From an optimization exercise on the open Yosys and OpenROAD flow, aimed at small area; shortcuts taken in it are not production practice.
At most, simulation tests tie the RTL to the original design; equivalence was not proved.
The clock input has no modelled driver; a real chip could not lean on it and would need a root buffer or a full tree.
Power and IR drop assume default switching activity.

==> module block_break, before the edit <==
module block_break (CLOCK_50, reset, SW, KEY,
 VGA_R, VGA_G, VGA_B, VGA_BLANK_N, VGA_CLK,
 VGA_HS, VGA_VS, VGA_SYNC_N);
	input CLOCK_50, reset;
	input [2:0] KEY, SW;
	output [7:0] VGA_R, VGA_G, VGA_B;
	output VGA_BLANK_N, VGA_CLK, VGA_HS, VGA_VS, VGA_SYNC_N;
	localparam [9:0] H0 = 10'd799, CA0 = 10'd459;
	localparam [8:0] V0 = 9'd511;
	localparam [7:0] COL0 = 8'hB0;
	reg pe_q;          
	reg [9:0] h_q;     
	reg [8:0] v_q;     
	reg [9:0] ca_q;    
	reg [9:0] cm;      
	reg mst;           
	reg [8:0] mv;      
	reg [7:0] col_q;   
	wire pe = ~pe_q;
	wire [9:0] h = h_q ^ H0;
	wire [8:0] v = v_q ^ V0;
	wire [9:0] ca = ca_q ^ CA0;
	wire [7:0] col = col_q ^ COL0;
	wire h_end = h[9] & h[8] & (&h[4:0]);                  
	wire line_end = pe & h_end;
	wire game_en = pe & h[9] & ~h[7] & (&h[6:1]) & ~h[0]   
	               & (&v[8:5]);                            
	wire fire = game_en & ~mst & ~KEY[2];
	wire land = game_en & (mv[3:0] == v[3:0]) & (v[4] ? (mv[8:4] == 5'd0) : (mv[8:4] == 5'h1F));
	wire at_right = ca[9] & ca[8] & ~ca[4] & ~ca[2];       
	wire at_left = ca[9] & ca[6] & ca[5] & ca[3] & ca[1];  
	wire mv_right = game_en & ~KEY[0] & ~at_right;
	wire mv_left = game_en & KEY[0] & ~KEY[1] & ~at_left;
	wire h793 = h[9] & h[8] & h[4] & h[3] & ~h[2] & ~h[1] & h[0];   
	wire hit = pe & h793 & (&v) & mst & (mv >= 9'd429) & (mv <= 9'd460) &
	           (cm[9] | cm[8] | (cm[7] & cm[6]));
	always @(posedge CLOCK_50 or posedge reset)
		if (reset) pe_q <= 1'b0;
		else pe_q <= pe;
	always @(posedge CLOCK_50 or posedge reset)
		if (reset) h_q <= 10'd0;
		else h_q <= (line_end ? 10'd0 : h + {9'd0, pe}) ^ H0;
	always @(posedge CLOCK_50 or posedge reset)
		if (reset) v_q <= 9'd0;
		else v_q <= (v + {8'd0, line_end}) ^ V0;
	wire [1:0] ca_k = mv_right ? 2'd0 : mv_left ? 2'd2 : {1'b0, pe};
	wire [10:0] ca_s = ca + ca_k;
	wire ca_wrap = ca[9] & ca[8] & (&ca[4:1]) & (ca[0] ? ca_k != 2'd0 : ca_k == 2'd2);
	always @(posedge CLOCK_50 or posedge reset)
		if (reset) ca_q <= 10'd0;
		else ca_q <= (ca_wrap ? {9'd0, ca[0] & ca_k[1]} : ca_s[9:0]) ^ CA0;
	wire cm_end = cm[9] & cm[8] & (&cm[4:0]);
	always @(posedge CLOCK_50)
		if (fire) cm <= ca;
		else cm <= (pe & cm_end) ? 10'd0 : cm + {9'd0, pe};
	always @(posedge CLOCK_50 or posedge reset)
		if (reset) mst <= 1'b0;
		else if (fire) mst <= 1'b1;
		else if (land) mst <= 1'b0;
	always @(posedge CLOCK_50)
		if (fire) mv <= {4'b0011, v[4:0]};
		else mv <= mv + {8'd0, line_end | game_en};
	always @(posedge CLOCK_50 or posedge reset)
		if (reset) col_q <= 8'd0;
		else col_q <= (col - {7'd0, hit & (col != 8'h00)}) ^ COL0;
	wire hvis = ~(h[9] & (h[8] | h[7]));                    
	wire arow = (v >= 9'd400) & (v <= 9'd420);
	wire [5:0] a_lo = {ca[4], ~ca[4], ca[3:0]};             
	wire [5:0] a_hi = {~ca[4], ca[4], ~ca[3:0]};            
	wire airplane = arow & (((ca[9:5] == 5'd0) & (a_lo <= v[5:0])) |
	                        (ca[9] & ca[8] & (a_hi < v[5:0])));
	wire mrow = mst & (mv[8:3] == 6'b000010) & (mv[2:0] != 3'd7);
	wire [2:0] md = mv[2:0];
	wire missile = mrow & (((cm[9:3] == 7'd0) & (cm[2:0] < md)) |
	                       (cm[9] & cm[8] & cm[4] & cm[3] & (~cm[2:0] <= md)));
	assign VGA_R = {{4{hvis & airplane}}, 4'h0};
	assign VGA_B = {{4{hvis & missile}}, 4'h0};
	assign VGA_G = (hvis & (v <= 9'd100)) ? col : 8'h00;
	assign VGA_HS = ~(h[9] & h[7] & (h[6:0] >= 7'd19) & (h[6:0] <= 7'd115));
	assign VGA_VS = ~((v[8:2] == 7'b1111011) & (v[1] ^ v[0]));    
	assign VGA_BLANK_N = VGA_HS & VGA_VS;
	assign VGA_CLK = pe;
	assign VGA_SYNC_N = 1'b0;
endmodule
clock: 20.0 ns
lec_check: 0
cap_margin: 20
core_margin: 2
core_utilization: 65
slew_margin: 20
standard.sh (not shown) runs the stock make flow with config.mk's settings and CLKGATE_MAP_FILE= SYNTH_SCRIPT=/design/flow/synth_recipe.tcl, a recipe that flattens the netlist after the stock synthesis.
==> flow/flow/run.sh <==
#!/bin/bash
# Layout flow: the standard flow (standard.sh), with three changes:
#  - synthesis maps the logic with an area-oriented ABC script (flow/area.abc)
#    and without Yosys's full/half-adder extraction; everything else in the
#    synthesis (synth_recipe.tcl, ORFS synth.tcl, flip-flop mapping) is unchanged;
#  - the port buffers are buf_1 cells, and the one tie cell that synthesis
#    makes drives all the constant outputs (no repair_tie_fanout);
#  - instead of a CTS tree, the clock port drives one clkbuf_8 per quadrant of
#    flip-flops (flow/cts_pre.tcl, flow/clkbuf.tcl).
set -euo pipefail
F=$(pwd)
rm -rf "$F/scr"
cp -r "$FLOW_HOME/scripts" "$F/scr"
cp "$F/flow/area.abc" "$F/scr/abc_speed.script"
# same synthesis script as the standard flow's, pointed at the copied scripts folder
{
  echo "set ::env(SCRIPTS_DIR) $F/scr"
  echo "set ::env(ADDER_MAP_FILE) {}"
  sed -e "s|\$::env(SCRIPTS_DIR)/synth.tcl|$F/scr/synth.tcl|" synth_recipe.tcl
} > "$F/my_synth.tcl"
sed -e "s|SYNTH_SCRIPT=[^ ]*|SYNTH_SCRIPT=$F/my_synth.tcl|" standard.sh > "$F/my_standard.sh"
bash "$F/my_standard.sh" synth > "$F/synth.log" 2>&1
export BUFFER_PORTS_ARGS="-buffer_cell sky130_fd_sc_hd__buf_1"
export SKIP_REPAIR_TIE_FANOUT=1
export PRE_CTS_TCL="$F/flow/cts_pre.tcl"
bash standard.sh > "$F/layout.log" 2>&1
Other scripts of this flow, unchanged in this note and not shown: flow/flow/area.abc, flow/flow/clkbuf.tcl, flow/flow/cts_pre.tcl
Edit:
--- a/flow/design.v
+++ b/flow/design.v
@@ -6,5 +6,5 @@
 	output [7:0] VGA_R, VGA_G, VGA_B;
 	output VGA_BLANK_N, VGA_CLK, VGA_HS, VGA_VS, VGA_SYNC_N;
-	localparam [9:0] H0 = 10'd799, CA0 = 10'd459;
+	localparam [9:0] H0 = 10'd799, CA0 = 10'd491;
 	localparam [8:0] V0 = 9'd511;
 	localparam [7:0] COL0 = 8'hB0;
@@ -28,11 +28,10 @@
 	wire fire = game_en & ~mst & ~KEY[2];
 	wire land = game_en & (mv[3:0] == v[3:0]) & (v[4] ? (mv[8:4] == 5'd0) : (mv[8:4] == 5'h1F));
-	wire at_right = ca[9] & ca[8] & ~ca[4] & ~ca[2];       
-	wire at_left = ca[9] & ca[6] & ca[5] & ca[3] & ca[1];  
+	wire at_right = (ca[9:4] == 6'd0) & ~ca[2];            
+	wire at_left = ca[9] & ca[7] & ca[3] & ca[1];          
 	wire mv_right = game_en & ~KEY[0] & ~at_right;
 	wire mv_left = game_en & KEY[0] & ~KEY[1] & ~at_left;
-	wire h793 = h[9] & h[8] & h[4] & h[3] & ~h[2] & ~h[1] & h[0];   
-	wire hit = pe & h793 & (&v) & mst & (mv >= 9'd429) & (mv <= 9'd460) &
-	           (cm[9] | cm[8] | (cm[7] & cm[6]));
+	wire h697 = h[9] & h[7] & ~h[6] & h[5] & h[4] & h[3] & ~h[2] & ~h[1] & h[0];
+	wire hit = pe & h697 & (&v) & mst & (mv >= 9'd429) & (mv <= 9'd460) & (|cm[9:7]);
 	always @(posedge CLOCK_50 or posedge reset)
 		if (reset) pe_q <= 1'b0;
@@ -45,9 +44,8 @@
 		else v_q <= (v + {8'd0, line_end}) ^ V0;
 	wire [1:0] ca_k = mv_right ? 2'd0 : mv_left ? 2'd2 : {1'b0, pe};
-	wire [10:0] ca_s = ca + ca_k;
-	wire ca_wrap = ca[9] & ca[8] & (&ca[4:1]) & (ca[0] ? ca_k != 2'd0 : ca_k == 2'd2);
+	wire ca_end = ca[9] & ca[8] & (&ca[4:0]);
 	always @(posedge CLOCK_50 or posedge reset)
 		if (reset) ca_q <= 10'd0;
-		else ca_q <= (ca_wrap ? {9'd0, ca[0] & ca_k[1]} : ca_s[9:0]) ^ CA0;
+		else ca_q <= ((pe & ca_end) ? 10'd0 : ca + ca_k) ^ CA0;
 	wire cm_end = cm[9] & cm[8] & (&cm[4:0]);
 	always @(posedge CLOCK_50)
@@ -66,12 +64,11 @@
 	wire hvis = ~(h[9] & (h[8] | h[7]));                    
 	wire arow = (v >= 9'd400) & (v <= 9'd420);
-	wire [5:0] a_lo = {ca[4], ~ca[4], ca[3:0]};             
-	wire [5:0] a_hi = {~ca[4], ca[4], ~ca[3:0]};            
-	wire airplane = arow & (((ca[9:5] == 5'd0) & (a_lo <= v[5:0])) |
-	                        (ca[9] & ca[8] & (a_hi < v[5:0])));
+	wire [4:0] ay = ca[4:0] ^ {5{~ca[5]}};
+	wire [5:0] a16 = {ay[4], ~ay[4], ay[3:0]};              
+	wire airplane = arow & (ca[9:6] == 4'd0) & ((a16 < v[5:0]) | (ca[5] & (a16 == v[5:0])));
 	wire mrow = mst & (mv[8:3] == 6'b000010) & (mv[2:0] != 3'd7);
 	wire [2:0] md = mv[2:0];
-	wire missile = mrow & (((cm[9:3] == 7'd0) & (cm[2:0] < md)) |
-	                       (cm[9] & cm[8] & cm[4] & cm[3] & (~cm[2:0] <= md)));
+	wire missile = mrow & (cm[9:6] == 4'd0) &
+	               (cm[5] ? (cm[4:3] == 2'd0) & (cm[2:0] < md) : (cm[4:3] == 2'd3) & (~cm[2:0] <= md));
 	assign VGA_R = {{4{hvis & airplane}}, 4'h0};
 	assign VGA_B = {{4{hvis & missile}}, 4'h0};
Result: The changed run finished clean; total power came out higher by 0.50%; global-route usage stays flat; routed wire length came out higher by about 6%; cell area came out higher by 3.4%; synthesized cell count came out higher by 7.0%; setup slack got worse by 0.097 ns; core utilization came out higher by 0.91 points; hold slack got worse by 0.035 ns; sequential power hardly moves; clock skew came out lower by 0.0034 ns; cell count came out higher by about 6%; sequential share of layout area came out lower by 1.5 points; via count came out higher by about 4.6%.
For the second run of this note, only the layout was checked, not whether the RTL still works. No run of this note takes its clock network from TritonCTS; it comes from the design's own scripts or RTL.

==> port drivers added, routing unchanged <==
In the flow no input, the clock included, has a driving cell. The finished layouts below were timed again as built, in two steps. Step 1 assumes that a clkbuf_16 drives the clock port and a buf_2 every other input. Step 2, shift: input delay + t, output delay - t, t = (earliest + latest rising clock arrival at the registers) / 2. This alone moves slack from input paths to output paths. a / b / c = ideal / step 1 / step 2; a / b = the first two.
| run | t, ns | setup WS [ns] | worst hold slack (ns) | worst setup path after step 2 | slew at the worst register clock pin (ns) |
|---|---|---|---|---|---|
| the first run | 0.204 | 13.841 / 13.785 / 13.759 | 0.498 / 0.498 / 0.498 | input to register | 0.10 / 0.10 |
| the second run | 0.206 | 13.743 / 13.683 / 13.786 | 0.463 / 0.463 / 0.463 | input to register | 0.09 / 0.09 |
After both steps setup and hold are still met in every run listed. For the first run, which loses most, drivers alone change the setup slack by -0.056 ns; drivers and shift together by -0.082 ns.
